Source: an optimization exercise on an open RTL-to-GDS flow (aim: small area). Production flows keep margins and buffers that such runs may drop. RTL that was checked went through simulation tests only; none was proved equivalent to the original. The RTL of runs 1, 2, 4 and 5 was laid out without a check of its function. Power and IR drop assume default switching activity.

### flow/constraint.sdc
create_clock -name core_clock -period 20.0 [get_ports {clk}]
set_input_delay 4.0000 -clock core_clock [delete_from_list [all_inputs] [get_ports {clk}]]
set_output_delay 4.0000 -clock core_clock [all_outputs]
set_load 0.01 [all_outputs]
### flow/config.mk
export PLATFORM = sky130hd
export DESIGN_NAME = uart_eeprom_demo
export DESIGN_NICKNAME = uart_eeprom_demo
export VERILOG_FILES = /design/flow/design.v
export SDC_FILE = /design/flow/constraint.sdc
export NUM_CORES = 4
export LEC_CHECK = 0
export CAP_MARGIN = 40
export CORE_MARGIN = 2
export CORE_UTILIZATION = 40
export CTS_BUF_LIST = sky130_fd_sc_hd__clkbuf_4
export SLEW_MARGIN = 40
### flow/run.sh
#!/bin/bash
# synth_recipe.tcl (not shown) runs the flow's synth.tcl, then flattens the netlist and writes it again
# the make line also repeats each setting of config.mk as NAME=value (left out here)
make -C /OpenROAD-flow-scripts/flow DESIGN_CONFIG=/design/flow/config.mk WORK_HOME=/design/flow/orfs CLKGATE_MAP_FILE= SYNTH_SCRIPT=/design/flow/synth_recipe.tcl finish
### flow/design.v
`timescale 1ns/1ps
module uart_eeprom_demo #(
	parameter SYS_CLK_FRE = 50,
	parameter IIC_CLK_FRE = 400000,
	parameter BAUD_RATE	= 115200,
	parameter MAX_BYTE_NUM = 64,
	parameter [6:0] DEV_ADDR= {4'b1010, 3'b000},
	parameter REG_ADDR_SIZE = 2
)(
	input			clk,
	input			rst_n,
	output reg		ee_scl,
	input			ee_sda_i,
	output reg		ee_sda_o,
	output reg		ee_sda_oe,
	output reg	 	uart_txd,
	input wire 		uart_rxd
);
integer j;
reg [5:0] ph;
always @(posedge clk) ph <= ph + 6'd1;
reg        rx_state;
reg [8:0]  rx_cnt;
reg [3:0]  rx_bit;
reg [7:0]  rx_sh;
reg        rx_vld;
wire rx_half = (rx_cnt == 9'd216);
wire rx_full = (rx_cnt == 9'd433);
wire rx_done = rx_half && (rx_bit == 4'd9);
always @(posedge clk) begin
	if (!rst_n) rx_state <= 1'b0;
	else if (!rx_state) begin
		if (!uart_rxd) rx_state <= 1'b1;
	end
	else if (rx_done) rx_state <= 1'b0;
end
always @(posedge clk) begin
	if (!rst_n) rx_cnt <= 9'd0;
	else if (rx_state) rx_cnt <= rx_full ? 9'd0 : rx_cnt + 9'd1;
	else rx_cnt <= 9'd0;
end
always @(posedge clk) begin
	if (!rst_n) rx_bit <= 4'd0;
	else if (rx_state) begin
		if (rx_half) rx_bit <= rx_bit + 4'd1;
	end
	else rx_bit <= 4'd0;
end
always @(posedge clk)
	if (rx_state && rx_half && rx_bit != 4'd9) rx_sh <= {uart_rxd, rx_sh[7:1]};
always @(posedge clk) begin
	if (!rst_n) rx_vld <= 1'b0;
	else rx_vld <= rx_done;
end
reg [7:0] S [0:6];
always @(posedge clk) if (rx_vld) begin
	S[0] <= rx_sh;
	for (j = 1; j < 7; j = j + 1) S[j] <= S[j-1];
end
reg [6:0] rxc;
always @(posedge clk) begin
	if (!rst_n) rxc <= 7'd0;
	else if (rx_vld && rxc != 7'd70) rxc <= rxc + 7'd1;
end
wire s5_ee   = (S[5] == 8'hEE);
wire s4_c0   = (S[4][7:1] == 7'b1100000);
wire hdr_any = (rxc >= 7'd6) && s5_ee && s4_c0;
wire hdr_wr  = hdr_any && !S[4][0];
wire hdr_rd  = hdr_any &&  S[4][0];
reg hf6;
always @(posedge clk) if (rx_vld) hf6 <= s5_ee && s4_c0 && !S[4][0];
reg [7:0] RR [0:63];
reg [5:0] rhead;                         
wire [7:0] rtap = (ph == rhead + 6'd1) ? S[6] : RR[0];    
always @(posedge clk) begin
	for (j = 0; j < 63; j = j + 1) RR[j] <= RR[j+1];
	RR[63] <= rtap;
end
always @(posedge clk) if (rx_vld) rhead <= rhead + 6'd1;
reg  tap_ee;
always @(posedge clk) tap_ee <= (rtap == 8'hEE);
wire tap_pair = tap_ee && (rtap == 8'hC0);
reg [7:0]  wns;
reg [15:0] waddr;
always @(posedge clk) if (hdr_wr) begin
	waddr <= {S[2], S[1]};
	wns   <= S[0] - 8'd1;
end
wire [6:0] rxc_nx = (rxc == 7'd70) ? rxc : rxc + 7'd1;
reg fA;
always @(posedge clk) if (ph == rhead + 6'd3 - wns[5:0]) fA <= tap_pair;
wire pA = (wns[5:0] == 6'd0) ? (s5_ee && s4_c0 && !S[4][0]) :
          (wns[5:0] == 6'd1) ? hf6 : fA;
wire v1 = (wns[7:6] == 2'd0) && ({1'b0, wns[5:0]} + 7'd6 < rxc_nx) && pA;
reg fB;
always @(posedge clk) if (ph == rhead + 6'd4 - rx_sh[5:0]) fB <= tap_pair;
wire [7:0] bm1 = rx_sh - 8'd1;
wire pB = (rx_sh == 8'd1) ? (s5_ee && s4_c0 && !S[4][0]) :
          (rx_sh == 8'd2) ? hf6 : fB;
wire v2 = (bm1[7:6] == 2'd0) && ({1'b0, bm1[5:0]} + 7'd6 < rxc_nx) && pB;
reg v2r, rx_vld_d, ee_wr_req;
always @(posedge clk) begin
	rx_vld_d <= rx_vld;
	if (rx_vld) v2r <= v2;
end
always @(posedge clk) begin
	if (!rst_n) ee_wr_req <= 1'b0;
	else if (rx_vld) ee_wr_req <= v1;
	else if (rx_vld_d && hdr_wr) ee_wr_req <= v2r;
end
reg wreq_d0, wreq_d1, wbusy_d0, wbusy_d1;
wire wr_byte_busy;
always @(posedge clk) begin
	wreq_d0  <= ee_wr_req;
	wreq_d1  <= wreq_d0;
	wbusy_d0 <= wr_byte_busy;
	wbusy_d1 <= wbusy_d0;
end
localparam W_IDLE = 2'd0, W_REQ = 2'd1, W_WAIT = 2'd2;
reg [1:0] wstate;
always @(posedge clk) begin
	if (!rst_n) wstate <= W_IDLE;
	else case (wstate)
	W_IDLE: if (~wreq_d1 & wreq_d0) wstate <= W_REQ;
	W_REQ:  if (~wbusy_d1 & wbusy_d0) wstate <= W_WAIT;
	W_WAIT: if (wbusy_d1 & ~wbusy_d0) wstate <= W_IDLE;
	default: wstate <= W_IDLE;
	endcase
end
wire wr_byte_req = (wstate == W_REQ);
reg  wr_byte_rden;
reg [7:0] wcnt;
always @(posedge clk) begin
	if (!rst_n) wcnt <= 8'd0;
	else if (wstate == W_IDLE) wcnt <= 8'd0;
	else if (wr_byte_rden) wcnt <= wcnt + 8'd1;
end
wire [7:0] widx = wns - wcnt;
wire [5:0] wpos = rhead + 6'd7 - widx[5:0] - ph;
reg  [7:0] wdat;
always @(*) begin
	if (widx >= {1'b0, rxc}) wdat = 8'h00;
	else if (widx < 8'd7) wdat = S[widx[2:0]];
	else wdat = RR[wpos];
end
reg [7:0] wr_byte_data;
always @(posedge clk) wr_byte_data <= wdat;
reg [5:0]  rns;
reg [15:0] raddr;
always @(posedge clk) if (hdr_rd) begin
	raddr <= {S[2], S[1]};
	rns   <= S[0][5:0] - 6'd1;
end
reg rreq_d0, rreq_d1, rbusy_d0, rbusy_d1, txr_d0, txr_d1;
wire rd_byte_busy;
wire tx_ready;
always @(posedge clk) begin
	rreq_d0  <= hdr_rd;
	rreq_d1  <= rreq_d0;
	rbusy_d0 <= rd_byte_busy;
	rbusy_d1 <= rbusy_d0;
	txr_d0   <= tx_ready;
	txr_d1   <= txr_d0;
end
localparam E_IDLE = 3'd0, E_RREQ = 3'd1, E_RWAIT = 3'd2, E_TREQ = 3'd3, E_TWAIT = 3'd4, E_TDONE = 3'd5;
reg [2:0] estate;
reg [7:0] tbc;
wire tx_bytes_done = (tbc == {2'b00, rns});
always @(posedge clk) begin
	if (!rst_n) estate <= E_IDLE;
	else case (estate)
	E_IDLE:  if (~rreq_d1 & rreq_d0) estate <= E_RREQ;
	E_RREQ:  if (~rbusy_d1 & rbusy_d0) estate <= E_RWAIT;
	E_RWAIT: if (rbusy_d1 & ~rbusy_d0) estate <= E_TREQ;
	E_TREQ:  if (txr_d1 & ~txr_d0) estate <= E_TWAIT;
	E_TWAIT: if (~txr_d1 & txr_d0) estate <= E_TDONE;
	E_TDONE: estate <= tx_bytes_done ? E_IDLE : E_TREQ;
	default: estate <= E_IDLE;
	endcase
end
wire rd_byte_req = (estate == E_RREQ);
wire tx_req      = (estate == E_TREQ);
always @(posedge clk) begin
	if (!rst_n) tbc <= 8'd0;
	else if (estate == E_IDLE) tbc <= 8'd0;
	else if (estate == E_TDONE) tbc <= tbc + 8'd1;
end
reg [7:0] TR [0:63];
reg [5:0] thead;                         
reg       tpend;                         
reg [6:0] tcnt;                          
reg [7:0] rd_bits;
reg       rd_vld;
wire tcommit = tpend && (ph == thead + 6'd1);
always @(posedge clk) begin
	for (j = 0; j < 63; j = j + 1) TR[j] <= TR[j+1];
	TR[63] <= tcommit ? rd_bits : TR[0];
end
always @(posedge clk) begin
	if (rd_vld) tpend <= 1'b1;
	else if (tcommit) tpend <= 1'b0;
	if (tcommit) thead <= thead + 6'd1;
end
always @(posedge clk) begin
	if (!rst_n) tcnt <= 7'd0;
	else if (rd_vld && tcnt != 7'd64) tcnt <= tcnt + 7'd1;
end
reg       tx_state;
reg [8:0] tx_cnt;
reg [3:0] tx_bit;
reg [7:0] tx_d;
reg       tx_fetch;
reg [5:0] tx_tgt;
wire tx_cdone = (tx_cnt == 9'd433);
assign tx_ready = !tx_state;
wire tx_load = !tx_state && tx_req;
wire [7:0] tidx = {2'b00, rns} - tbc;
always @(posedge clk) begin
	if (!rst_n) tx_state <= 1'b0;
	else if (!tx_state) begin
		if (tx_req) tx_state <= 1'b1;
	end
	else if (tx_cdone && tx_bit == 4'd9) tx_state <= 1'b0;
end
always @(posedge clk) begin
	if (!rst_n) tx_cnt <= 9'd0;
	else if (tx_state) tx_cnt <= tx_cdone ? 9'd0 : tx_cnt + 9'd1;
	else tx_cnt <= 9'd0;
end
always @(posedge clk) begin
	if (!rst_n) tx_bit <= 4'd0;
	else if (tx_state) begin
		if (tx_cdone) tx_bit <= tx_bit + 4'd1;
	end
	else tx_bit <= 4'd0;
end
always @(posedge clk) begin
	if (tx_load) begin
		tx_d     <= 8'h00;
		tx_fetch <= (tidx < {1'b0, tcnt});
		tx_tgt   <= thead - tidx[5:0];
	end
	else if (tx_fetch && ph == tx_tgt) begin
		tx_d     <= TR[0];
		tx_fetch <= 1'b0;
	end
end
always @(posedge clk) begin
	if (!rst_n) uart_txd <= 1'b1;
	else if (tx_state) begin
		case (tx_bit)
		4'd0: uart_txd <= 1'b0;
		4'd1: uart_txd <= tx_d[0];
		4'd2: uart_txd <= tx_d[1];
		4'd3: uart_txd <= tx_d[2];
		4'd4: uart_txd <= tx_d[3];
		4'd5: uart_txd <= tx_d[4];
		4'd6: uart_txd <= tx_d[5];
		4'd7: uart_txd <= tx_d[6];
		4'd8: uart_txd <= tx_d[7];
		default: uart_txd <= 1'b1;
		endcase
	end
	else uart_txd <= 1'b1;
end
reg [6:0] clk_cnt;
always @(posedge clk) begin
	if (!rst_n) clk_cnt <= 7'd0;
	else if (clk_cnt == 7'd124) clk_cnt <= 7'd0;
	else clk_cnt <= clk_cnt + 7'd1;
end
wire iic_clk_start = (clk_cnt == 7'd0);
wire iic_clk_mid   = (clk_cnt == 7'd61);
wire iic_clk_done  = (clk_cnt == 7'd124);
wire iic_clk_4_1   = (clk_cnt == 7'd30);
wire iic_clk_4_3   = (clk_cnt == 7'd92);
reg iic_clk;
always @(posedge clk) begin
	if (!rst_n) iic_clk <= 1'b0;
	else if (iic_clk_4_1) iic_clk <= 1'b1;
	else if (iic_clk_4_3) iic_clk <= 1'b0;
end
reg [3:0] bit_cnt;
reg [7:0] byte_cnt;
reg op_reading;
wire iic_byte_done     = iic_clk_done && (bit_cnt == 4'd8);
wire iic_wr_addr_done  = iic_byte_done && (byte_cnt == 8'd1);
wire iic_rd_bytes_done = iic_byte_done && (byte_cnt == {2'b00, rns});
wire iic_wr_bytes_done = iic_byte_done && (byte_cnt == {2'b00, wns[5:0]});
localparam S_IDLE = 4'd0, S_START = 4'd1, S_DEV_WADDR = 4'd2, S_REG_ADDR = 4'd3,
           S_WRITE_BYTE = 4'd4, S_RESTART = 4'd5, S_DEV_RADDR = 4'd6,
           S_READ_BYTE = 4'd7, S_STOP = 4'd8;
reg [3:0] c_state, n_state;
always @(posedge clk) begin
	if (!rst_n) c_state <= S_IDLE;
	else c_state <= n_state;
end
always @(*) begin
	if (!rst_n) n_state = S_IDLE;
	else begin
		case (c_state)
		S_IDLE:       n_state = (iic_clk_done && (wr_byte_req || rd_byte_req)) ? S_START : S_IDLE;
		S_START:      n_state = iic_clk_done ? S_DEV_WADDR : S_START;
		S_DEV_WADDR:  n_state = iic_byte_done ? S_REG_ADDR : S_DEV_WADDR;
		S_REG_ADDR:   n_state = iic_wr_addr_done ? (op_reading ? S_RESTART : S_WRITE_BYTE) : S_REG_ADDR;
		S_WRITE_BYTE: n_state = iic_wr_bytes_done ? S_STOP : S_WRITE_BYTE;
		S_RESTART:    n_state = iic_clk_done ? S_DEV_RADDR : S_RESTART;
		S_DEV_RADDR:  n_state = iic_byte_done ? S_READ_BYTE : S_DEV_RADDR;
		S_READ_BYTE:  n_state = iic_rd_bytes_done ? S_STOP : S_READ_BYTE;
		S_STOP:       n_state = iic_clk_done ? S_IDLE : S_STOP;
		default:      n_state = S_IDLE;
		endcase
	end
end
always @(posedge clk) begin
	if (c_state == S_IDLE && iic_clk_done) begin
		if (wr_byte_req) op_reading <= 1'b0;
		else if (rd_byte_req) op_reading <= 1'b1;
	end
end
always @(posedge clk) begin
	if (!rst_n) bit_cnt <= 4'd0;
	else if (c_state != n_state) bit_cnt <= 4'd0;
	else if (iic_clk_done) bit_cnt <= (bit_cnt == 4'd8) ? 4'd0 : bit_cnt + 4'd1;
end
always @(posedge clk) begin
	if (!rst_n) byte_cnt <= 8'd0;
	else if (c_state != n_state) byte_cnt <= 8'd0;
	else if (iic_byte_done) byte_cnt <= byte_cnt + 8'd1;
end
wire [8:0] dev_wr_addr_z = {DEV_ADDR, 1'b0, 1'b0};
wire [8:0] dev_rd_addr_z = {DEV_ADDR, 1'b1, 1'b0};
wire [7:0] reg_addr_byte = op_reading ? (byte_cnt[0] ? raddr[15:8] : raddr[7:0])
                                      : (byte_cnt[0] ? waddr[15:8] : waddr[7:0]);
wire [8:0] reg_addr_z = {reg_addr_byte, 1'b0};
wire [8:0] wr_byte_z  = {wr_byte_data, 1'b0};
wire [3:0] sel = 4'd8 - bit_cnt;
always @(posedge clk) begin
	if (!rst_n) ee_scl <= 1'b1;
	else case (c_state)
	S_IDLE:  ee_scl <= 1'b1;
	S_START: if (iic_clk_start) ee_scl <= 1'b1; else if (iic_clk_4_3) ee_scl <= 1'b0;
	S_STOP:  if (iic_clk_start) ee_scl <= 1'b0; else if (iic_clk_4_1) ee_scl <= 1'b1;
	default: ee_scl <= iic_clk;
	endcase
end
always @(posedge clk) begin
	if (!rst_n) ee_sda_o <= 1'b1;
	else case (c_state)
	S_IDLE:       ee_sda_o <= 1'b1;
	S_START:      if (iic_clk_start) ee_sda_o <= 1'b1; else if (iic_clk_4_1) ee_sda_o <= 1'b0;
	S_DEV_WADDR:  ee_sda_o <= dev_wr_addr_z[sel];
	S_REG_ADDR:   ee_sda_o <= reg_addr_z[sel];
	S_WRITE_BYTE: ee_sda_o <= wr_byte_z[sel];
	S_RESTART:    if (iic_clk_start) ee_sda_o <= 1'b1; else if (iic_clk_mid) ee_sda_o <= 1'b0;
	S_DEV_RADDR:  ee_sda_o <= dev_rd_addr_z[sel];
	S_READ_BYTE:  ee_sda_o <= (bit_cnt == 4'd8) && (byte_cnt == {2'b00, rns});
	S_STOP:       if (iic_clk_start) ee_sda_o <= 1'b0; else if (iic_clk_4_3) ee_sda_o <= 1'b1;
	default:      ee_sda_o <= 1'b1;
	endcase
end
always @(*) begin
	if (c_state == S_READ_BYTE) ee_sda_oe = (bit_cnt == 4'd8);
	else ee_sda_oe = (bit_cnt != 4'd8);
end
always @(posedge clk)
	wr_byte_rden <= (c_state == S_WRITE_BYTE) && iic_clk_mid && (bit_cnt == 4'd8);
always @(posedge clk)
	if (c_state == S_READ_BYTE && iic_clk_mid && bit_cnt != 4'd8)
		rd_bits <= {rd_bits[6:0], ee_sda_i};
always @(posedge clk) begin
	if (!rst_n) rd_vld <= 1'b0;
	else rd_vld <= (c_state == S_READ_BYTE) && iic_clk_mid && (bit_cnt == 4'd8);
end
wire ee_busy = (c_state != S_IDLE);
assign rd_byte_busy = ee_busy & op_reading;
assign wr_byte_busy = ee_busy & ~op_reading;
endmodule
==> results of run 1 <==
-- through the flow --
stage	setup WS (ps)	hold slack (ps)
floorplan	14450	310
global placement	13170	310
detailed placement	13020	312
CTS	12510	246
global route	12460	259
finish	12730	252
-- placed cells by master, fill, tap and decap left out, drive strengths merged, types with 11 or more instances in the layout --
| cell | Yosys | final |
|---|---|---|
| o211ai | 11 | 11 |
| nand2b | 19 | 19 |
| xor2 | 78 | 78 |
| and3 | 34 | 34 |
| nor2 | 157 | 157 |
| edfxtp | 142 | 142 |
| clkbuf | 74 | 460 |
| o21ai | 78 | 78 |
| nor4 | 12 | 12 |
| a22oi | 66 | 66 |
| a211oi | 16 | 16 |
| dfxtp | 1153 | 1153 |
| nand4 | 54 | 54 |
| nand3 | 81 | 81 |
| a221oi | 29 | 29 |
| a31oi | 21 | 21 |
| a21oi | 79 | 79 |
| xnor2 | 89 | 89 |
| clkinv | 1 | 68 |
| a222oi | 60 | 60 |
| buf | 40 | 41 |
| a21o | 17 | 17 |
| mux4 | 11 | 11 |
| inv | 112 | 117 |
| nor2b | 13 | 13 |
| ha | 106 | 106 |
| a22o | 18 | 18 |
| nor3 | 48 | 48 |
| nand2 | 172 | 172 |
| mux2i | 31 | 31 |
-- metal layers --
metal | GRT usage | up-vias | share of wire
li1 | - | 11300 | -
met1 | 0.237 | 11200 | 0.47
met2 | 0.255 | 862 | 0.44
met3 | 0.0468 | 158 | 0.073
met4 | 0.0714 | 0 | 0.021
met5 | 0 | - | 0
-- worst max-delay path by stage --
stage / startpoint / to / cells after the start
after floorplan: bit_cnt[0]$_SDFFE_PP0P_ / ee_sda_oe / 6
after global placement: wns[0]$_DFFE_PP_ / wr_byte_data[0]$_SDFF_PP0_ / 20
after detailed placement: wns[0]$_DFFE_PP_ / wr_byte_data[0]$_SDFF_PP0_ / 20
after CTS: bit_cnt[0]$_SDFFE_PP0P_ / ee_sda_oe / 5
after global routing: bit_cnt[0]$_SDFFE_PP0P_ / ee_sda_oe / 5
final: bit_cnt[0]$_SDFFE_PP0P_ / ee_sda_oe / 5
-- power breakdown --
group | switching (mW) | total (mW) | internal (mW)
clock network | 0.978 | 2.03 | 1.05
registers | 0.00256 | 2.62 | 2.62
logic | 0.00625 | 0.00979 | 0.00353
-- state kept, by name, summed over array words and instances, names as in the netlist, 8 cells and up --
signal / count
wns: 8
waddr: 16
rx_sh: 8
tbc: 8
rd_bits: 8
tx_cnt: 9
rx_cnt: 9
RR: 512
byte_cnt: 8
S: 56
wcnt: 8
tx_d: 8
wr_byte_data: 8
raddr: 16
TR: 512
-- cells by family after synthesis --
group	synth area share
flops	0.708
simple gates	0.0824
compound gates	0.0906
buf+inv	0.0237
xor+xnor	0.0390
fa+ha+maj	0.0390
mux	0.0171
-- layout make-up --
type / instances / area share
clock inverters: 73 / 0.00673
diodes: 5 / 0.000284
inverters: 113 / 0.00963
flip-flops and latches: 1295 / 0.621
multi-input cells: 1462 / 0.239
well taps: 1265 / 0.0359
repair buffers: 48 / 0.00954
clock buffers: 460 / 0.0784
==> key figures, run 1 <==
Finish
  – Post-layout util: 0.462
  – FF+latch area: 27300 sq um
  – Non-filler cells, final: 4721
  – Fraction of layout cells with a size suffix above 1: 0.171
  – Area growth syn-to-layout: 14.1%
  – Final layout net count: 3364
  – Fillers: 8743
  – Area of the multi-input gates: 10500 sq um
  – Post-route cell area: 44100 sq um

Route
  – Routed vias/inst: 4.98
  – DRT Wirelength: 83800 microns
  – Via count: 23500
  – Antenna viol nets, final: 0
  – Wirelength per Cell: 17.8 microns
  – # DRC: 0
  – Drt first-iter violations: 2039
  – Initial DRT Pass Iterations: 9

STA
  – TNS Setup: 0 ps
  – Period utilisation layout: 0.363
  – Count of final setup violators: 0
  – Unrepaired setup endpoints after global routing: false
  – Worst-Margin Slew: 877 ps
  – Fin. Hold Viols: 0
  – Fin. max-slew vios: 0
  – Clock skew: 106 ps
  – Max_slew headroom: 0.415
  – Final min period: 7270 ps
  – F_max: 0.138 GHz

Logic synthesis
  – Post-synth top area cell: dfxtp_1
  – Ys flop type: dfxtp_1
  – Synth unique cells: 82
  – Sequential-to-total area share from yosys stat: 0.708
  – Synth warn: 4
  – Async S/R FF share, synth: 0
  – Top cells by count, synth: dfxtp_1, nand2_1, nor2_1
  – Seq cells post-synth: 1295
  – Syn avg cell area: 12.9 sq um
  – Synthesized area: 38600 sq um
  – Synth top area share: 0.598
  – Gate Count Post-Synth: 2984
  – Number of synthesized flops with an enable pin: 142
  – Most instantiated library cell after synthesis: dfxtp_1
  – Mapped Nets: 3103
  – Area contributors post-synth: dfxtp_1, edfxtp_1, ha_1

Critical path
  – Slowest-stage cell, CP: dfxtp_1
  – Cell family with most CP delay: buffers and inverters
  – Reg2reg path depth: 19
  – Crit end category: output pin
  – Crit-path max FO: 10
  – WP data arrival: 3270 ps
  – Worst flop-to-flop path startpoint: wns[0]$_DFFE_PP_
  – Reg2reg setup slack: 12950 ps
  – Crit path largest cell delay: 580 ps
  – Critical path type: flip-flop to output pin
  – Crit-path cells: inv_1 > ha_1 > and3b_1 > xnor2_1 > clkdlybuf4s50_1
  – Crit path buf inv count: 2
  – R2R Path End: wr_byte_data[0]$_SDFF_PP0_
  – Worst setup SP type: flip-flop
  – Crit path required time: 16000 ps

Worst hold path
  – Hold_sp: TR[7][1]$_DFF_P_
  – Hold EP: TR[6][1]$_DFF_P_
  – Worst hold path type: flip-flop to flip-flop
  – WHS Path Cells: 0

Run
  – Max Cap Viol: 0

Power
  – Total power draw: 4.66 mW
  – Pwr dens: 106 nW/um^2
  – Worst vdd ir: 49.4 uV
  – Leakage power: 17.0 nW

Floorplan
  – Die Y: 315 microns
  – Ports: 8
  – Die ar.: 99100 sq um
  – Cell Rows: 113
  – Horiz. Die Dim: 315 microns
  – Initial Util: 0.405
  – Core Box Area: 95300 sq um

GRT
  – Initial antenna violation count: 3
  – Total track usage: 0.172
  – Total gr overflow: 0
  – Largest net degree at the start of global routing: 74
  – Vias in the first global route: 24000
  – First-pass GRT wire length: 133000 microns

Clock network
  – # resized after CTS: 0
  – CTS Buf Count: 325
  – Hold_buf cts: 0
  – Clock buffer depth: 4
  – CTS sink cnt: 1295
  – CTS tree: built
  – Worst-path clk slew: 70 ps
  – Maximum level of the CTS H-tree: 5
  – Root buffer cell: clkbuf_4
  – Clk Latency, worst-skew pair: 1140 ps
  – Post-CTS Setup Inserts: 0

Placed design
  – Detailed Place HPWL: 52300 microns
  – Placed Area: 40200 sq um
  – Dpl cells: 4181
  – I/O Buffers: 7
  – Final GP Congestion: 0.854

Status
  – Status: finished clean
==> run 2, diff against run 1 <==
--- a/flow/config.mk
+++ b/flow/config.mk
@@ -8,5 +8,6 @@
 export CAP_MARGIN = 40
 export CORE_MARGIN = 2
 export CORE_UTILIZATION = 40
-export CTS_BUF_LIST = sky130_fd_sc_hd__clkbuf_4
+export CTS_BUF_LIST = sky130_fd_sc_hd__clkbuf_2 sky130_fd_sc_hd__clkbuf_4 sky130_fd_sc_hd__clkbuf_8
+export CTS_CLUSTER_SIZE = 30
 export SLEW_MARGIN = 40
==> run 2 against run 1 <==
Effect of this change:
- final cell count shrank 3.8%
- power rose by 6.4%
- maximum frequency rose by 3.0%
- synthesized area unchanged
- critical path type is now flip-flop to flip-flop
- clock skew shrank 63 ps
- still clean
- final area up 1.4%
- highest routed layer unchanged
- sequential power is essentially flat
- worst hold slack better by 39 ps
- non-clock buffer count did not move
- setup slack better by 210 ps
- register-to-register slack about the same
==> key figures, run 2 <==
Critical path
  – Worst setup SP type: flip-flop
  – Slowest-stage cell, CP: fa_1
  – Crit end category: flip-flop
  – Crit-path cells: inv_1 > ha_1 > inv_1 > fa_1 > inv_1 > fa_1 > ha_1 > ha_1 > inv_1 > fa_1 > xnor2_2 > buf_4 > nand2_1 > nor2_2 > buf_4 > a22oi_1 > mux4_2 > a41o_1 > a211oi_1
  – Most frequent CP cell: inv_1
  – Crit-path max FO: 25
  – Critical path type: flip-flop to flip-flop
  – Crit path buf inv count: 6
  – Crit path required time: 20770 ps
  – Crit path largest cell delay: 1000 ps
  – WP data arrival: 7820 ps
  – Number of cells on the critical path: 19
  – Reg2reg path depth: 19
  – Cell family with most CP delay: adder cells

Route
  – # DRC: 0
  – Initial DRT Pass Iterations: 7
  – Antenna viol nets, final: 0
  – Via count: 22900
  – DRT Wirelength: 83300 microns
  – Wirelength per Cell: 18.3 microns
  – Routed vias/inst: 5.03
  – Drt first-iter violations: 2145

GRT
  – M2 GR Usage: 0.252
  – Vias in the first global route: 22900
  – GRT met1 Usage: 0.237
  – Total gr overflow: 0
  – GRT busiest layer: met2
  – First-pass GRT wire length: 131000 microns
  – Met3 usage: 0.0431
  – Total track usage: 0.170
  – Largest net degree at the start of global routing: 74
  – Initial antenna violation count: 1

Finish
  – Fraction of layout cells with a size suffix above 1: 0.141
  – Fillers: 8523
  – Area growth syn-to-layout: 15.7%
  – Final layout net count: 3232
  – Post-route cell area: 44700 sq um
  – Most frequent cells in the layout: dfxtp_1, clkbuf_8, nand2_1, nor2_1, edfxtp_1
  – Commonest non-fill, non-tap cell in the layout: dfxtp_1
  – Largest registers: RR (512), TR (512), S (56)

Logic synthesis
  – Synth top area share: 0.598
  – Sequential-to-total area share from yosys stat: 0.708
  – Number of synthesized flops with an enable pin: 142
  – Seq cells post-synth: 1295
  – Post-synth top area cell: dfxtp_1
  – Async S/R FF share, synth: 0
  – Area contributors post-synth: dfxtp_1, edfxtp_1, ha_1
  – Syn avg cell area: 12.9 sq um
  – Top cells by count, synth: dfxtp_1, nand2_1, nor2_1
  – Most instantiated library cell after synthesis: dfxtp_1
  – Synth warn: 4
  – Synthesized area: 38600 sq um
  – Gate Count Post-Synth: 2984
  – Ys flop type: dfxtp_1
  – Synth unique cells: 82
  – Mapped Nets: 3103

STA
  – TNS Setup: 0 ps
  – Fin. max-slew vios: 0
  – F_max: 0.142 GHz
  – Max_slew headroom: 0.397
  – Final min period: 7050 ps
  – Worst-Margin Slew: 904 ps
  – Clock skew: 43.8 ps
  – Period utilisation layout: 0.353
  – Hold slack: 291 ps
  – Count of final setup violators: 0
  – Unrepaired setup endpoints after global routing: false
  – Fin. Hold Viols: 0

Floorplan
  – Die Y: 315 microns
  – Ports: 8
  – Die ar.: 99100 sq um
  – Core Box Area: 95300 sq um
  – Cell Rows: 113
  – Horiz. Die Dim: 315 microns
  – Initial Util: 0.405

Placed design
  – Placed Area: 40200 sq um
  – Final GP Congestion: 0.854
  – Detailed Place HPWL: 52300 microns
  – I/O Buffers: 7

Clock network
  – CTS sink cnt: 1295
  – Clock buffer depth: 3
  – CTS tree: built
  – Root buffer cell: clkbuf_8
  – Hold_buf cts: 0
  – Worst-path clk slew: 60 ps
  – CTS Buf Count: 193
  – Maximum level of the CTS H-tree: 4
  – Post-CTS Setup Inserts: 0
  – Clk Latency, worst-skew pair: 890 ps
  – # resized after CTS: 0

Power
  – Leakage power: 17.1 nW
  – Pwr dens: 111 nW/um^2
  – Worst vdd ir: 55.3 uV

Status
  – Status: finished clean

Worst hold path
  – WHS Path Cells: 0
  – Worst hold path type: flip-flop to flip-flop

Run
  – Max Cap Viol: 0
[run 2: cell types whose count changed in the layout (fill, tap and decap cells not counted), sizes merged]
cell / before / now
clkbuf: 460 / 309
diode: 5 / 2
inv: 117 / 125
clkinv: 68 / 31
bufinv: 0 / 5
clkinvlp: 1 / 0
[run 2: cell families (layout without fill, tap and decap cells)]
kind of cell    count (synthesis)  after routing  share of synthesized area
xor+xnor                      167            167                     0.0390
buf+inv                       227            518                     0.0237
simple gates                  646            646                     0.0824
mux                            51             51                     0.0171
fa+ha+maj                     115            115                     0.0390
other cells                     0              2                          0
flops                        1295           1295                      0.708
compound gates                483            483                     0.0906
[run 2: metal layers]
layer	up-vias	routed length, microns
li1	10900	-
met1	11000	38700
met2	843	36200
met3	163	6220
met4	0	2130
met5	-	0
[run 2: power by group]
group	leakage (nW)	switching, mW	internal (mW)
clock network	2.34	1.03	1.30
logic	4.17	0.00628	0.00354
registers	10.6	0.00257	2.62
[run 2: stage by stage]
step	cells	worst slack (ps)	utilization	total power [mW]
floorplan	2984	14450	-	2.69
detailed placement	4181	13020	0.422	2.69
global route	4541	12560	0.469	5.14
finish	4542	12950	0.469	4.96
global placement	4179	13170	0.422	2.69
CTS	4538	12820	0.468	5.02
[run 2: path summary, 6_finish.rpt]
path                                         from                         end  slack, ps
worst min-delay path            TR[20][6]$_DFF_P_           TR[19][6]$_DFF_P_        290
worst max-delay path             wns[0]$_DFFE_PP_  wr_byte_data[0]$_SDFF_PP0_      12950
worst min register to register  TR[20][6]$_DFF_P_           TR[19][6]$_DFF_P_        290
worst max register to register   wns[0]$_DFFE_PP_  wr_byte_data[0]$_SDFF_PP0_      12950
[run 2: cell type report]
class / instances / area, sq um / area share
Antenna cell: 2 / 5.00 / 0.000112
Inverter: 113 / 424 / 0.00949
Clock buffer: 309 / 3810 / 0.0852
Timing Repair Buffer: 48 / 420 / 0.00941
Clock inverter: 48 / 574 / 0.0129
Multi-Input combinational cell: 1462 / 10500 / 0.235
Sequential cell: 1295 / 27300 / 0.612
Tap cell: 1265 / 1580 / 0.0354
==> run 3, diff against run 2 <==
--- a/flow/design.v
+++ b/flow/design.v
@@ -69,45 +69,22 @@
 wire hdr_rd  = hdr_any &&  S[4][0];
 reg hf6;
 always @(posedge clk) if (rx_vld) hf6 <= s5_ee && s4_c0 && !S[4][0];
-reg [7:0] RR [0:63];
+reg [8:0] RR [0:63];
 reg [5:0] rhead;                         
-wire [7:0] rtap = (ph == rhead + 6'd1) ? S[6] : RR[0];    
 always @(posedge clk) begin
 	for (j = 0; j < 63; j = j + 1) RR[j] <= RR[j+1];
-	RR[63] <= rtap;
+	RR[63] <= (ph == rhead + 6'd1) ? {hf6, S[6]} : RR[0];
 end
 always @(posedge clk) if (rx_vld) rhead <= rhead + 6'd1;
-reg  tap_ee;
-always @(posedge clk) tap_ee <= (rtap == 8'hEE);
-wire tap_pair = tap_ee && (rtap == 8'hC0);
 reg [7:0]  wns;
 reg [15:0] waddr;
 always @(posedge clk) if (hdr_wr) begin
 	waddr <= {S[2], S[1]};
 	wns   <= S[0] - 8'd1;
 end
-wire [6:0] rxc_nx = (rxc == 7'd70) ? rxc : rxc + 7'd1;
-reg fA;
-always @(posedge clk) if (ph == rhead + 6'd3 - wns[5:0]) fA <= tap_pair;
-wire pA = (wns[5:0] == 6'd0) ? (s5_ee && s4_c0 && !S[4][0]) :
-          (wns[5:0] == 6'd1) ? hf6 : fA;
-wire v1 = (wns[7:6] == 2'd0) && ({1'b0, wns[5:0]} + 7'd6 < rxc_nx) && pA;
-reg fB;
-always @(posedge clk) if (ph == rhead + 6'd4 - rx_sh[5:0]) fB <= tap_pair;
-wire [7:0] bm1 = rx_sh - 8'd1;
-wire pB = (rx_sh == 8'd1) ? (s5_ee && s4_c0 && !S[4][0]) :
-          (rx_sh == 8'd2) ? hf6 : fB;
-wire v2 = (bm1[7:6] == 2'd0) && ({1'b0, bm1[5:0]} + 7'd6 < rxc_nx) && pB;
-reg v2r, rx_vld_d, ee_wr_req;
-always @(posedge clk) begin
-	rx_vld_d <= rx_vld;
-	if (rx_vld) v2r <= v2;
-end
-always @(posedge clk) begin
-	if (!rst_n) ee_wr_req <= 1'b0;
-	else if (rx_vld) ee_wr_req <= v1;
-	else if (rx_vld_d && hdr_wr) ee_wr_req <= v2r;
-end
+wire [5:0] fpos = rhead + 6'd1 - wns[5:0] - ph;
+wire ee_wr_req = (wns[7:6] == 2'd0) && ({1'b0, wns[5:0]} + 7'd6 < rxc) &&
+                 ((wns[5:0] == 6'd0) ? hf6 : RR[fpos][8]);
 reg wreq_d0, wreq_d1, wbusy_d0, wbusy_d1;
 wire wr_byte_busy;
 always @(posedge clk) begin
@@ -141,7 +118,7 @@
 always @(*) begin
 	if (widx >= {1'b0, rxc}) wdat = 8'h00;
 	else if (widx < 8'd7) wdat = S[widx[2:0]];
-	else wdat = RR[wpos];
+	else wdat = RR[wpos][7:0];
 end
 reg [7:0] wr_byte_data;
 always @(posedge clk) wr_byte_data <= wdat;
--- a/flow/config.mk
+++ b/flow/config.mk
@@ -8,6 +8,4 @@
 export CAP_MARGIN = 40
 export CORE_MARGIN = 2
 export CORE_UTILIZATION = 40
-export CTS_BUF_LIST = sky130_fd_sc_hd__clkbuf_2 sky130_fd_sc_hd__clkbuf_4 sky130_fd_sc_hd__clkbuf_8
-export CTS_CLUSTER_SIZE = 30
 export SLEW_MARGIN = 40
==> run 3 against run 2 <==
Effect of this change:
- routed wire length rose by 3.0%
- global-route usage fell by 0.27 points
- synthesized cell count rose by 3.3%
- worst hold slack improved by 24 ps
- register-to-register slack improved by 50 ps
- first-iteration DRC count fell by 18%
- final area rose by 3.2%
- via count rose by 0.76%
- clock power rose by 6%
- critical path depth fell by 14
- critical endpoint is now ee_sda_oe
- highest routed layer unchanged
==> key figures, run 3 <==
Logic synthesis
  – Sequential-to-total area share from yosys stat: 0.711
  – Top cells by count, synth: dfxtp_1, nand2_1, nor2_1
  – Gate Count Post-Synth: 3083
  – Largest family of logic cells by synthesized area: compound AO/OA/AOI/OAI gates
  – Area contributors post-synth: dfxtp_1, edfxtp_1, ha_1
  – Ys flop type: dfxtp_1
  – Complex-gate fraction of the synthesized area: 0.0904
  – Synthesized area: 40100 sq um
  – Post-Synth Simple-Gate Area: 0.0847
  – Number of synthesized flops with an enable pin: 139
  – Syn avg cell area: 13.0 sq um
  – Async S/R FF share, synth: 0
  – Synth top area share: 0.606
  – Synth unique cells: 84
  – Mux share of post-synthesis cell area: 0.0287
  – Post-synthesis adder-cell area fraction: 0.0318
  – Seq cells post-synth: 1353
  – Most instantiated library cell after synthesis: dfxtp_1
  – Post-synth top area cell: dfxtp_1
  – Xor/xnor share of the synthesized area: 0.0309
  – Mapped Nets: 3181
  – Synth warn: 4

Finish
  – Final layout net count: 3229
  – Fillers: 8867
  – Biggest register: RR
  – Post-layout util: 0.463
  – Post-route cell area: 46100 sq um
  – Most frequent cells in the layout: dfxtp_1, nand2_1, nor2_1, edfxtp_1, clkbuf_16
  – FF+latch area: 28500 sq um
  – Area growth syn-to-layout: 15.1%
  – Area of the multi-input gates: 10900 sq um
  – Fraction of layout cells with a size suffix above 1: 0.107
  – Number of flip-flops in the largest register: 576
  – Commonest non-fill, non-tap cell in the layout: dfxtp_1
  – Largest registers: RR (576), TR (512), S (56)

Clock network
  – Maximum level of the CTS H-tree: 4
  – Clk Latency, worst-skew pair: 730 ps
  – CTS Buf Count: 130
  – Root buffer cell: clkbuf_16
  – Hold_buf cts: 0
  – CTS sink cnt: 1353
  – # resized after CTS: 0
  – Post-CTS Setup Inserts: 0
  – Clock buffer depth: 3
  – CTS tree: built
  – Worst-path clk slew: 70 ps

STA
  – Max_slew headroom: 0.394
  – TNS Setup: 0 ps
  – Hold slack: 315 ps
  – Fin. max-slew vios: 0
  – Clock skew: 23.6 ps
  – Unrepaired setup endpoints after global routing: false
  – Count of final setup violators: 0
  – Fin. Hold Viols: 0
  – Worst-Margin Slew: 909 ps
  – Final min period: 7070 ps
  – Period utilisation layout: 0.354
  – F_max: 0.141 GHz

Critical path
  – R2R Path End: wr_byte_data[4]$_SDFF_PP0_
  – WP data arrival: 3070 ps
  – Crit-path cells: inv_1 > ha_1 > and3b_1 > xnor2_1 > clkdlybuf4s50_1
  – Crit path required time: 16000 ps
  – Reg2reg path depth: 20
  – Worst flop-to-flop path startpoint: wns[0]$_DFFE_PP_
  – Worst setup SP type: flip-flop
  – Crit-path max FO: 10
  – Reg2reg setup slack: 13000 ps
  – Critical path type: flip-flop to output pin
  – Slowest-stage cell, CP: dfxtp_1
  – Crit path buf inv count: 2
  – Crit path largest cell delay: 680 ps
  – Cell family with most CP delay: buffers and inverters
  – Crit end category: output pin

Run
  – Max Cap Viol: 0

Power
  – Leakage power: 17.3 nW
  – Pwr dens: 114 nW/um^2
  – Total power draw: 5.25 mW
  – Worst vdd ir: 75.6 uV

Route
  – Initial DRT Pass Iterations: 6
  – # DRC: 0
  – Antenna viol nets, final: 0
  – Wirelength per Cell: 18.9 microns
  – Drt first-iter violations: 1752
  – Routed vias/inst: 5.08
  – DRT Wirelength: 85800 microns
  – Via count: 23000

Status
  – Status: finished clean

Floorplan
  – Core Box Area: 99700 sq um
  – Cell Rows: 116
  – Initial Util: 0.402
  – Ports: 8
  – Die ar.: 103000 sq um
  – Die Y: 321 microns
  – Horiz. Die Dim: 321 microns

Worst hold path
  – Hold_sp: TR[13][0]$_DFF_P_
  – WHS Path Cells: 0
  – Hold EP: TR[12][0]$_DFF_P_
  – Worst hold path type: flip-flop to flip-flop

GRT
  – Vias in the first global route: 23100
  – First-pass GRT wire length: 134000 microns
  – Total gr overflow: 0
  – Largest net degree at the start of global routing: 65
  – Initial antenna violation count: 0
  – Total track usage: 0.167

Placed design
  – Placed Area: 41700 sq um
  – Detailed Place HPWL: 54300 microns
  – Final GP Congestion: 0.837
  – I/O Buffers: 7
==> run 3: how the worst max path moves through the flow <==
| stage | startpoint | endpoint | depth (start not counted) |
|---|---|---|---|
| after floorplan | bit_cnt[0]$_SDFFE_PP0P_ | ee_sda_oe | 6 |
| after global placement | wns[0]$_DFFE_PP_ | wr_byte_data[4]$_SDFF_PP0_ | 20 |
| after detailed placement | wns[0]$_DFFE_PP_ | wr_byte_data[4]$_SDFF_PP0_ | 20 |
| after CTS | bit_cnt[0]$_SDFFE_PP0P_ | ee_sda_oe | 5 |
| after global routing | wns[0]$_DFFE_PP_ | wr_byte_data[1]$_SDFF_PP0_ | 20 |
| final | bit_cnt[0]$_SDFFE_PP0P_ | ee_sda_oe | 5 |
==> run 3: metal layers <==
| metal | wire, microns | vias up | track usage | share of wire |
|---|---|---|---|---|
| li1 | - | 11100 | - | - |
| met1 | 40200 | 11100 | 0.232 | 0.47 |
| met2 | 37700 | 654 | 0.254 | 0.44 |
| met3 | 5550 | 185 | 0.0377 | 0.065 |
| met4 | 2390 | 0 | 0.0645 | 0.028 |
| met5 | 0 | - | 0 | 0 |
==> run 3: logic make-up after synthesis <==
| kind of cell | Yosys count |
|---|---|
| buffers and inverters | 227 |
| adders and majority gates | 95 |
| and+or+nand+nor | 673 |
| xor gates and xnor gates | 138 |
| DFF | 1353 |
| AOI/OAI and AO/OA | 503 |
| muxes | 94 |
==> run 3: through the flow <==
| stage | cells | setup WS (ps) |
|---|---|---|
| after floorplan | 3083 | 14420 |
| after global placement | 4297 | 13130 |
| after detailed placement | 4297 | 13190 |
| after CTS | 4534 | 12870 |
| after global routing | 4534 | 12710 |
| final | 4535 | 12930 |
==> run 3: layout make-up <==
| cell class | count | share of cell area |
|---|---|---|
| inverters | 98 | 0.00797 |
| diodes | 1 | 0.0000542 |
| clock buffers | 174 | 0.0799 |
| multi-input cells | 1503 | 0.236 |
| clock inverters | 63 | 0.0161 |
| well taps | 1298 | 0.0352 |
| flip-flops and latches | 1353 | 0.617 |
| repair buffers | 45 | 0.00778 |
==> run 3: where the power goes <==
| group | internal (mW) | switching, mW | leakage [nW] |
|---|---|---|---|
| Clock | 1.44 | 1.05 | 2.20 |
| Combinational | 0.00813 | 0.0105 | 4.11 |
| Sequential | 2.74 | 0.00627 | 11.0 |
| Total | 4.19 | 1.06 | 17.3 |
==> run 3: worst reg2reg max path: stages, from the launching register on <==
cell and delay, ps:
edfxtp_1 440, inv_1 140, ha_1 190, inv_1 60, fa_1 960, inv_1 310
fa_1 500, ha_1 290, ha_2 170, inv_1 50, fa_1 560, xor2_4 190
buf_4 630, nor2_2 350, buf_4 310, a222oi_1 310, a41oi_1 190, a31oi_1 230
mux2i_1 110, nor4bb_1 700, o32ai_1 170
==> run 4, diff against run 3 <==
--- a/flow/design.v
+++ b/flow/design.v
@@ -17,8 +17,6 @@
 	input wire 		uart_rxd
 );
 integer j;
-reg [5:0] ph;
-always @(posedge clk) ph <= ph + 6'd1;
 reg        rx_state;
 reg [8:0]  rx_cnt;
 reg [3:0]  rx_bit;
@@ -52,39 +50,62 @@
 	if (!rst_n) rx_vld <= 1'b0;
 	else rx_vld <= rx_done;
 end
-reg [7:0] S [0:6];
-always @(posedge clk) if (rx_vld) begin
-	S[0] <= rx_sh;
-	for (j = 1; j < 7; j = j + 1) S[j] <= S[j-1];
-end
-reg [6:0] rxc;
+reg rclr;
 always @(posedge clk) begin
-	if (!rst_n) rxc <= 7'd0;
-	else if (rx_vld && rxc != 7'd70) rxc <= rxc + 7'd1;
+	if (!rst_n) rclr <= 1'b1;
+	else if (rx_vld) rclr <= 1'b0;
 end
 wire s5_ee   = (S[5] == 8'hEE);
 wire s4_c0   = (S[4][7:1] == 7'b1100000);
-wire hdr_any = (rxc >= 7'd6) && s5_ee && s4_c0;
+reg  [7:0] S [0:6];
+reg  hf6;                                
+always @(posedge clk) if (rx_vld || rclr) begin
+	S[0] <= rx_vld ? rx_sh : 8'h00;
+	for (j = 1; j < 7; j = j + 1) S[j] <= S[j-1];
+	hf6  <= s5_ee && s4_c0 && !S[4][0];
+end
+wire hdr_any = !rclr && s5_ee && s4_c0;
 wire hdr_wr  = hdr_any && !S[4][0];
 wire hdr_rd  = hdr_any &&  S[4][0];
-reg hf6;
-always @(posedge clk) if (rx_vld) hf6 <= s5_ee && s4_c0 && !S[4][0];
-reg [8:0] RR [0:63];
-reg [5:0] rhead;                         
+reg [7:0] RR [0:63];
+reg [5:0] q;
+always @(posedge clk) if (!rx_vld) q <= q - 6'd1;
+wire [7:0] rtap = rclr ? 8'h00 : (q == 6'd2) ? S[6] : RR[0];
 always @(posedge clk) begin
 	for (j = 0; j < 63; j = j + 1) RR[j] <= RR[j+1];
-	RR[63] <= (ph == rhead + 6'd1) ? {hf6, S[6]} : RR[0];
+	RR[63] <= rtap;
 end
-always @(posedge clk) if (rx_vld) rhead <= rhead + 6'd1;
+reg  tap_ee;
+always @(posedge clk) tap_ee <= (rtap == 8'hEE);
+wire tap_pair = tap_ee && (rtap == 8'hC0);
 reg [7:0]  wns;
 reg [15:0] waddr;
 always @(posedge clk) if (hdr_wr) begin
 	waddr <= {S[2], S[1]};
 	wns   <= S[0] - 8'd1;
 end
-wire [5:0] fpos = rhead + 6'd1 - wns[5:0] - ph;
-wire ee_wr_req = (wns[7:6] == 2'd0) && ({1'b0, wns[5:0]} + 7'd6 < rxc) &&
-                 ((wns[5:0] == 6'd0) ? hf6 : RR[fpos][8]);
+reg fA;
+always @(posedge clk) if (q == wns[5:0]) fA <= tap_pair;
+wire pA = (wns[5:0] == 6'd0) ? (s5_ee && s4_c0 && !S[4][0]) :
+          (wns[5:0] == 6'd1) ? hf6 : fA;
+wire v1 = (wns[7:6] == 2'd0) && pA;
+wire [7:0] bm1 = rx_sh - 8'd1;
+reg fB;
+always @(posedge clk) if (q == bm1[5:0]) fB <= tap_pair;
+wire pB = (rx_sh == 8'd1) ? (s5_ee && s4_c0 && !S[4][0]) :
+          (rx_sh == 8'd2) ? hf6 : fB;
+wire v2 = (bm1[7:6] == 2'd0) && pB;
+reg v2r, rx_vld_d, ee_wr_req;
+wire relatch = rx_vld_d && hdr_wr;      
+always @(posedge clk) begin
+	rx_vld_d <= rx_vld;
+	if (rx_vld) v2r <= v2;
+end
+always @(posedge clk) begin
+	if (!rst_n) ee_wr_req <= 1'b0;
+	else if (rx_vld) ee_wr_req <= v1;
+	else if (relatch) ee_wr_req <= v2r;
+end
 reg wreq_d0, wreq_d1, wbusy_d0, wbusy_d1;
 wire wr_byte_busy;
 always @(posedge clk) begin
@@ -113,12 +134,37 @@
 	else if (wr_byte_rden) wcnt <= wcnt + 8'd1;
 end
 wire [7:0] widx = wns - wcnt;
-wire [5:0] wpos = rhead + 6'd7 - widx[5:0] - ph;
+wire [7:0] rt16 = RR[16];
+wire [7:0] rt32 = RR[32];
+wire [7:0] rt48 = RR[48];
+wire [5:0] p0 = q + 6'd4 - widx[5:0];
+wire x0_at = (p0[3:0] == 4'd0);
+wire x1_at = (p0[3:0] == 4'd15);
+wire [1:0] xsel = p0[5:4] + {1'b0, x1_at};
+reg  [7:0] xtap;
+always @(*) begin
+	case (xsel)
+	2'd0: xtap = rtap;
+	2'd1: xtap = rt16;
+	2'd2: xtap = rt32;
+	default: xtap = rt48;
+	endcase
+end
+wire [5:0] py = q + 6'd5 - bm1[5:0] + wcnt[5:0];
+wire [7:0] ytap = py[5] ? rt32 : rtap;
+reg  [7:0] X0, X1, Y0;
+always @(posedge clk) begin
+	if (rx_vld || wr_byte_rden) X0 <= X1;
+	else if (relatch) X0 <= Y0;
+	else if (x0_at) X0 <= xtap;
+	if (!rx_vld && !relatch && !wr_byte_rden && x1_at) X1 <= xtap;
+	if (py[4:0] == 5'd0) Y0 <= ytap;
+end
 reg  [7:0] wdat;
 always @(*) begin
-	if (widx >= {1'b0, rxc}) wdat = 8'h00;
+	if (widx >= 8'd70) wdat = 8'h00;
 	else if (widx < 8'd7) wdat = S[widx[2:0]];
-	else wdat = RR[wpos][7:0];
+	else wdat = X0;
 end
 reg [7:0] wr_byte_data;
 always @(posedge clk) wr_byte_data <= wdat;
@@ -163,31 +209,31 @@
 	else if (estate == E_TDONE) tbc <= tbc + 8'd1;
 end
 reg [7:0] TR [0:63];
-reg [5:0] thead;                         
+reg [5:0] tq;                            
 reg       tpend;                         
-reg [6:0] tcnt;                          
+reg       tclr;                          
 reg [7:0] rd_bits;
 reg       rd_vld;
-wire tcommit = tpend && (ph == thead + 6'd1);
+wire tcommit = tpend && (tq == 6'd63);
 always @(posedge clk) begin
 	for (j = 0; j < 63; j = j + 1) TR[j] <= TR[j+1];
-	TR[63] <= tcommit ? rd_bits : TR[0];
+	TR[63] <= tclr ? 8'h00 : tcommit ? rd_bits : TR[0];
 end
 always @(posedge clk) begin
 	if (rd_vld) tpend <= 1'b1;
 	else if (tcommit) tpend <= 1'b0;
-	if (tcommit) thead <= thead + 6'd1;
+	if (!tcommit) tq <= tq - 6'd1;
 end
 always @(posedge clk) begin
-	if (!rst_n) tcnt <= 7'd0;
-	else if (rd_vld && tcnt != 7'd64) tcnt <= tcnt + 7'd1;
+	if (!rst_n) tclr <= 1'b1;
+	else if (rd_vld) tclr <= 1'b0;
 end
 reg       tx_state;
 reg [8:0] tx_cnt;
 reg [3:0] tx_bit;
-reg [7:0] tx_d;
-reg       tx_fetch;
-reg [5:0] tx_tgt;
+reg       tx_nz;                         
+reg [5:0] tx_tgt;                        
+reg       nb;                            
 wire tx_cdone = (tx_cnt == 9'd433);
 assign tx_ready = !tx_state;
 wire tx_load = !tx_state && tx_req;
@@ -213,32 +259,17 @@
 end
 always @(posedge clk) begin
 	if (tx_load) begin
-		tx_d     <= 8'h00;
-		tx_fetch <= (tidx < {1'b0, tcnt});
-		tx_tgt   <= thead - tidx[5:0];
-	end
-	else if (tx_fetch && ph == tx_tgt) begin
-		tx_d     <= TR[0];
-		tx_fetch <= 1'b0;
+		tx_nz  <= (tidx[7:6] == 2'd0);
+		tx_tgt <= tq - tidx[5:0];
 	end
+	else tx_tgt <= tx_tgt - 6'd1;
+	if (tx_tgt == 6'd1) nb <= tx_nz & TR[0][tx_bit[2:0]];
 end
 always @(posedge clk) begin
 	if (!rst_n) uart_txd <= 1'b1;
-	else if (tx_state) begin
-		case (tx_bit)
-		4'd0: uart_txd <= 1'b0;
-		4'd1: uart_txd <= tx_d[0];
-		4'd2: uart_txd <= tx_d[1];
-		4'd3: uart_txd <= tx_d[2];
-		4'd4: uart_txd <= tx_d[3];
-		4'd5: uart_txd <= tx_d[4];
-		4'd6: uart_txd <= tx_d[5];
-		4'd7: uart_txd <= tx_d[6];
-		4'd8: uart_txd <= tx_d[7];
-		default: uart_txd <= 1'b1;
-		endcase
-	end
-	else uart_txd <= 1'b1;
+	else if (!tx_state) uart_txd <= 1'b1;
+	else if (tx_cnt == 9'd0)
+		uart_txd <= (tx_bit == 4'd0) ? 1'b0 : (tx_bit == 4'd9) ? 1'b1 : nb;
 end
 reg [6:0] clk_cnt;
 always @(posedge clk) begin
==> flow/flow/run.sh (new file) <==
#!/bin/bash
# Standard layout, with clock tree synthesis using small clock buffers,
# larger sink clusters and no dummy loads.
set -euo pipefail
export CTS_ARGS="-sink_clustering_enable -repair_clock_nets -buf_list sky130_fd_sc_hd__clkbuf_4 -sink_clustering_size 10 -sink_clustering_max_diameter 50 -dont_use_dummy_load"
bash standard.sh > standard_flow.log 2>&1
==> flow/standard.sh (new file) <==
#!/bin/bash
# synth_recipe.tcl (not shown) runs the flow's synth.tcl, then flattens the netlist and writes it again
# the make line also repeats each setting of config.mk as NAME=value (left out here)
make -C /OpenROAD-flow-scripts/flow DESIGN_CONFIG=/design/flow/config.mk WORK_HOME=/design/flow/orfs CLKGATE_MAP_FILE= SYNTH_SCRIPT=/design/flow/synth_recipe.tcl "${@:-finish}"
removed: flow/run.sh
==> run 4 against run 3 <==
Effect of this change:
- clock power shrank 56%
- flip-flop and latch count shrank 59
- first-iteration DRC count shrank 53%
- core utilization shrank 2.9 points
- via count shrank 30%
- synthesized area shrank 14%
- largest power group unchanged
- routed wire length shrank 38%
- setup slack gained 64 ps
==> key figures, run 4 <==
Logic synthesis
  – Area contributors post-synth: dfxtp_1, edfxtp_1, ha_1
  – Ys flop type: dfxtp_1
  – Mapped Nets: 2385
  – Gate Count Post-Synth: 2302
  – Top cells by count, synth: dfxtp_1, edfxtp_1, nor2_1
  – Synth unique cells: 86
  – Number of synthesized flops with an enable pin: 161
  – Synth top area share: 0.659
  – Seq cells post-synth: 1294
  – Most instantiated library cell after synthesis: dfxtp_1
  – Post-synth top area cell: dfxtp_1
  – Synthesized area: 34400 sq um
  – Syn avg cell area: 14.9 sq um
  – Sequential-to-total area share from yosys stat: 0.800
  – Synth warn: 4
  – Async S/R FF share, synth: 0

Finish
  – Area growth syn-to-layout: 7.31%
  – Commonest non-fill, non-tap cell in the layout: dfxtp_1
  – Most frequent cells in the layout: dfxtp_1, edfxtp_1, clkbuf_4, nor2_1, inv_1
  – Largest registers: RR (512), TR (512), S (56)
  – Post-layout util: 0.434
  – Fillers: 7690
  – Final layout net count: 2500
  – Fraction of layout cells with a size suffix above 1: 0.0952

Clock network
  – CTS Buf Count: 157
  – CTS tree: built
  – Worst-path clk slew: 100 ps
  – CTS sink cnt: 1294
  – Hold_buf cts: 0
  – Post-CTS Setup Inserts: 0
  – Clock buffer depth: 3
  – Root buffer cell: clkbuf_4
  – Clk Latency, worst-skew pair: 980 ps
  – Maximum level of the CTS H-tree: 4
  – # resized after CTS: 0

Critical path
  – Number of cells on the critical path: 5
  – Crit path required time: 16000 ps
  – Worst flop-to-flop path startpoint: wns[0]$_DFFE_PP_
  – Reg2reg path depth: 16
  – Crit path largest cell delay: 640 ps
  – Crit end category: output pin
  – Slowest-stage cell, CP: dfxtp_1
  – WP data arrival: 3010 ps
  – Reg2reg setup slack: 15000 ps
  – Cell family with most CP delay: buffers and inverters
  – Crit-path max FO: 14
  – CP Launch Point: bit_cnt[0]$_SDFFE_PP0P_
  – Crit path buf inv count: 2
  – Worst setup SP type: flip-flop
  – Crit-path cells: inv_1 > ha_1 > and3b_1 > xnor2_1 > clkdlybuf4s50_1
  – R2R Path End: X0[0]$_DFFE_PP_
  – Worst setup path endpoint: ee_sda_oe
  – Critical path type: flip-flop to output pin

Route
  – Drt first-iter violations: 827
  – Antenna viol nets, final: 0
  – Initial DRT Pass Iterations: 5
  – Wirelength per Cell: 14.9 microns
  – Via count: 16000
  – Routed vias/inst: 4.50
  – DRT Wirelength: 53000 microns
  – # DRC: 0

Status
  – Status: finished clean

Placed design
  – Detailed Place HPWL: 34000 microns
  – Final GP Congestion: 0.804
  – Pre-CTS setup slack: 13680 ps
  – I/O Buffers: 7

GRT
  – Initial antenna violation count: 1
  – Largest net degree at the start of global routing: 49
  – Total track usage: 0.124
  – Vias in the first global route: 16500
  – First-pass GRT wire length: 87000 microns
  – Total gr overflow: 0

Floorplan
  – Core Box Area: 85100 sq um
  – Cell Rows: 107
  – Die Y: 297 microns
  – Horiz. Die Dim: 297 microns
  – Initial Util: 0.404
  – Die ar.: 88400 sq um
  – Ports: 8

STA
  – Fin. max-slew vios: 0
  – Max_slew headroom: 0.384
  – Fin. Hold Viols: 0
  – TNS Setup: 0 ps
  – F_max: 0.143 GHz
  – Worst-Margin Slew: 917 ps
  – Period utilisation layout: 0.351
  – Post-route setup slack: 12990 ps
  – Clock skew: 110 ps
  – Count of final setup violators: 0
  – Hold slack: 256 ps
  – Final min period: 7010 ps
  – Unrepaired setup endpoints after global routing: false

Power
  – Leakage power: 14.2 nW
  – Total power draw: 4.00 mW
  – Pwr dens: 108 nW/um^2
  – Worst vdd ir: 62.7 uV

Run
  – Max Cap Viol: 0

Worst hold path
  – Worst hold path type: flip-flop to flip-flop
  – Hold_sp: RR[47][0]$_DFF_P_
run 4: cell count changes in the layout (fill, tap and decap cells not counted), moves of 34 or more:
cell       change
o21ai_0       -34
nand2_1       -92
dfxtp_1       -81
nand4_1       -34
clkbuf_16    -135
a22oi_1      -110
nand3_1       -49
clkbuf_4     +157
run 4: how the worst min path moves through the flow:
stage	endpoint	slack, ps	cells after the start
after floorplan	RR[0][0]$_DFF_P_	310	0
after global placement	TR[27][0]$_DFF_P_	310	0
after detailed placement	TR[43][5]$_DFF_P_	310	0
after CTS	TR[16][6]$_DFF_P_	240	0
after global routing	TR[16][6]$_DFF_P_	250	0
final	RR[46][0]$_DFF_P_	260	0
run 4: final cells by class:
cell class | instances | area, sq um | area share
tap | 1144 | 1430 | 0.0388
sequential | 1294 | 27500 | 0.745
multi-input combinational | 863 | 6340 | 0.172
timing repair buffer | 13 | 115 | 0.00312
inverter | 88 | 330 | 0.00895
antenna | 2 | 5.00 | 0.000136
clock buffer | 157 | 1180 | 0.0319
run 4: metal layers:
metal	global-route usage	routed length, microns	vias to the layer above
met5	0	0	-
met4	0.0552	1640	0
met2	0.190	23300	316
met3	0.0336	2480	120
met1	0.164	25500	7654
li1	-	-	7927
run 4: power breakdown:
part	total (mW)	internal, mW	switching [mW]
Sequential	2.67	2.65	0.0249
Combinational	0.240	0.106	0.135
Clock	1.09	0.362	0.729
run 4: per-stage QoR:
stage | instance area [sq um] | std cells
floorplan | 34400 | 2302
global placement | 35700 | 3401
detailed placement | 35700 | 3401
CTS | 36900 | 3558
global route | 36900 | 3560
finish | 36900 | 3561
run 4: cell families after synthesis:
group | Yosys count | share of synthesized area
fa+ha+maj | 79 | 0.0309
simple gates | 426 | 0.0642
flops | 1294 | 0.800
buf+inv | 145 | 0.0171
mux | 64 | 0.0229
xor+xnor | 108 | 0.0286
compound gates | 186 | 0.0364
==> run 5, diff against run 4 <==
==> flow/flow/run.sh (replaced) <==
#!/bin/bash
# Standard layout, with clock tree synthesis using small clock buffers,
# larger sink clusters and no dummy loads.
set -euo pipefail
export CTS_ARGS="-sink_clustering_enable -repair_clock_nets -buf_list sky130_fd_sc_hd__clkbuf_8 -sink_clustering_size 16 -sink_clustering_max_diameter 80 -dont_use_dummy_load"
bash standard.sh > standard_flow.log 2>&1
==> run 5 against run 4 <==
Effect of this change:
- sequential power hardly changed
- clock skew decreased by 72 ps
- synthesized cell count stayed put
- flip-flop and latch count is the same
- non-clock buffer count unchanged
- critical path type unchanged
- largest power group unchanged
- register-to-register slack lost 60 ps
- combinational power hardly changed
- still clean on timing, DRC and antenna
- critical path depth unchanged
- highest routed layer unchanged
- sequential share of layout area fell by 0.15 points
- setup slack better by 280 ps
==> key figures, run 5 <==
Power
  – Seq pwr share: 0.662
  – Comb pwr share: 0.060
  – Clock power share: 0.279
  – Pwr dens: 109 nW/um^2
  – Switch Pwr: 0.877 mW
  – P_int: 3.16 mW
  – Net Sw Frac: 0.217
  – Worst vdd ir: 52.0 uV
  – Leakage power: 14.1 nW

Clock network
  – Worst-path clk slew: 100 ps
  – CTS tree: built
  – Hold_buf cts: 0
  – Maximum level of the CTS H-tree: 3
  – Post-CTS Setup Inserts: 0
  – # resized after CTS: 0
  – Clk Latency, worst-skew pair: 700 ps
  – Clock buffer depth: 3
  – CTS sink cnt: 1294
  – Root buffer cell: clkbuf_8
  – CTS Buf Count: 91

Critical path
  – WP data arrival: 2730 ps
  – Reg2reg path depth: 16
  – R2R Path End: X0[0]$_DFFE_PP_
  – Worst setup SP type: flip-flop
  – Worst flop-to-flop path startpoint: wns[0]$_DFFE_PP_
  – Reg2reg setup slack: 14940 ps
  – Crit-path max FO: 14
  – Crit end category: output pin
  – Critical path type: flip-flop to output pin
  – Crit path required time: 16000 ps

Logic synthesis
  – Gate Count Post-Synth: 2302
  – Area contributors post-synth: dfxtp_1, edfxtp_1, ha_1
  – Seq cells post-synth: 1294
  – Synth top area share: 0.659
  – Async S/R FF share, synth: 0
  – Top cells by count, synth: dfxtp_1, edfxtp_1, nor2_1
  – Most instantiated library cell after synthesis: dfxtp_1
  – Sequential-to-total area share from yosys stat: 0.800
  – Syn avg cell area: 14.9 sq um
  – Post-synth top area cell: dfxtp_1
  – Number of synthesized flops with an enable pin: 161
  – Mapped Nets: 2385
  – Synthesized area: 34400 sq um
  – Synth warn: 4
  – Ys flop type: dfxtp_1
  – Synth unique cells: 86

Worst hold path
  – Hold_sp: RR[23][6]$_DFF_P_
  – Worst hold path type: flip-flop to flip-flop
  – WHS Path Cells: 0
  – Hold EP: RR[22][6]$_DFF_P_

Route
  – Antenna viol nets, final: 0
  – Drt first-iter violations: 766
  – Routed vias/inst: 4.49
  – Via count: 15700
  – Wirelength per Cell: 15.0 microns
  – Initial DRT Pass Iterations: 7
  – # DRC: 0
  – DRT Wirelength: 52500 microns

GRT
  – Total gr overflow: 0
  – Vias in the first global route: 16000
  – Largest net degree at the start of global routing: 49
  – First-pass GRT wire length: 85300 microns
  – Total track usage: 0.120
  – Initial antenna violation count: 3

Floorplan
  – Initial Util: 0.404
  – Die Y: 297 microns
  – Ports: 8
  – Horiz. Die Dim: 297 microns
  – Core Box Area: 85100 sq um
  – Die ar.: 88400 sq um
  – Cell Rows: 107

Placed design
  – Placed Area: 35700 sq um
  – I/O Buffers: 7
  – Detailed Place HPWL: 34000 microns
  – Final GP Congestion: 0.804
  – Pre-CTS setup slack: 13680 ps

STA
  – Max_slew headroom: 0.403
  – Final min period: 6730 ps
  – Fin. max-slew vios: 0
  – Count of final setup violators: 0
  – F_max: 0.149 GHz
  – TNS Setup: 0 ps
  – Post-route setup slack: 13270 ps
  – Period utilisation layout: 0.337
  – Worst-Margin Slew: 889 ps
  – Clock skew: 38.6 ps
  – Fin. Hold Viols: 0
  – Unrepaired setup endpoints after global routing: false

Finish
  – Most frequent cells in the layout: dfxtp_1, edfxtp_1, nor2_1, clkbuf_8, inv_1
  – Final layout net count: 2434
  – Largest registers: RR (512), TR (512), S (56)
  – Fraction of layout cells with a size suffix above 1: 0.0698
  – Commonest non-fill, non-tap cell in the layout: dfxtp_1
  – Post-route cell area: 37000 sq um
  – Area growth syn-to-layout: 7.52%

Run
  – Max Cap Viol: 0

Status
  – Status: finished clean
## run 5: cell counts after synthesis
Identical to the previous run, type by type.
## run 5: stage by stage
stage	hold WS, ps	power, mW	util	instances
after global routing	302	4.22	0.434	3494
after CTS	293	4.10	0.434	3492
final	297	4.04	0.434	3495
after detailed placement	312	2.97	0.419	3401
after global placement	310	2.97	0.419	3401
after floorplan	310	2.92	-	2302
## run 5: worst max path at each step
stage                             from                  endpoint  slack (ps)  cells past startpoint
5_1_grt        bit_cnt[0]$_SDFFE_PP0P_                 ee_sda_oe       13050                      5
3_5_place_dp                     rst_n  byte_cnt[1]$_SDFFE_PP0P_       13680                      7
4_1_cts        bit_cnt[0]$_SDFFE_PP0P_                 ee_sda_oe       13180                      5
2_1_floorplan                    rst_n  byte_cnt[0]$_SDFFE_PP0P_       14600                      7
6_report       bit_cnt[0]$_SDFFE_PP0P_                 ee_sda_oe       13270                      5
3_3_place_gp                     rst_n  byte_cnt[1]$_SDFFE_PP0P_       13710                      7
## run 5: routing by layer
layer | vias to the layer above | global-route usage | routed length [microns]
met1 | 7530 | 0.164 | 25200
met3 | 116 | 0.0237 | 2470
li1 | 7731 | - | -
met2 | 317 | 0.186 | 23000
met4 | 0 | 0.0538 | 1830
met5 | - | 0 | 0
## run 5: cells by family after synthesis
logic type / Yosys count / synth area share
AOI/OAI and AO/OA: 186 / 0.0364
xor gates and xnor gates: 108 / 0.0286
adders and majority gates: 79 / 0.0309
buffers and inverters: 145 / 0.0171
DFF: 1294 / 0.800
muxes: 64 / 0.0229
and+or+nand+nor: 426 / 0.0642
## run 5: layout make-up
type	count	area, sq um
timing repair buffer	13	115
fill	7608	48200
tap	1144	1430
sequential	1294	27500
antenna	2	5.00
inverter	88	330
clock buffer	91	1250
multi-input combinational	863	6340
## run 5: critical path, stage by stage (launching register included)
cell             delay, ps
dfxtp_1                640
inv_1                  180
ha_1                   280
and3b_1                220
xnor2_1                160
clkdlybuf4s50_1        570
## run 5: power groups by stage
stage	combinational, mW	sequential (mW)	clock [mW]
final	0.241	2.67	1.13
after global routing	0.269	2.68	1.27
after CTS	0.242	2.67	1.18
after detailed placement	0.241	2.73	0
after global placement	0.232	2.73	0
after floorplan	0.199	2.72	0

re-timing with driven ports:
The flow's constraints put no driver on any port. The routed layouts listed below were extracted and timed again, unchanged, in two steps. Step 1 sets driving cells, clkbuf_16 on the clock port and buf_2 on the other inputs (assumed; they add their load-dependent delay and slew). Step 2 times the ports against the registers' clock, not the clock port: input delays grow and output delays shrink by t, the midpoint of the rising clock arrivals with the driver on. Three values: ideal, step 1, step 2; two values: the first two.
run | t (ns) | setup WS [ns] | latest minus earliest clock arrival (ns) | pins driven straight from the clock port
run 1 | 1.157 | 12.735 / 12.670 / 12.948 | 0.110 / 0.110 | 1
run 2 | 0.915 | 12.949 / 12.927 / 12.949 | 0.061 / 0.061 | 1
run 3 | 0.790 | 12.926 / 12.859 / 13.003 | 0.024 / 0.023 | 1
run 4 | 0.984 | 12.990 / 12.935 / 13.660 | 0.129 / 0.130 | 1
run 5 | 0.738 | 13.267 / 13.214 / 13.689 | 0.054 / 0.054 | 1
After both steps setup and hold are still met in every run listed.
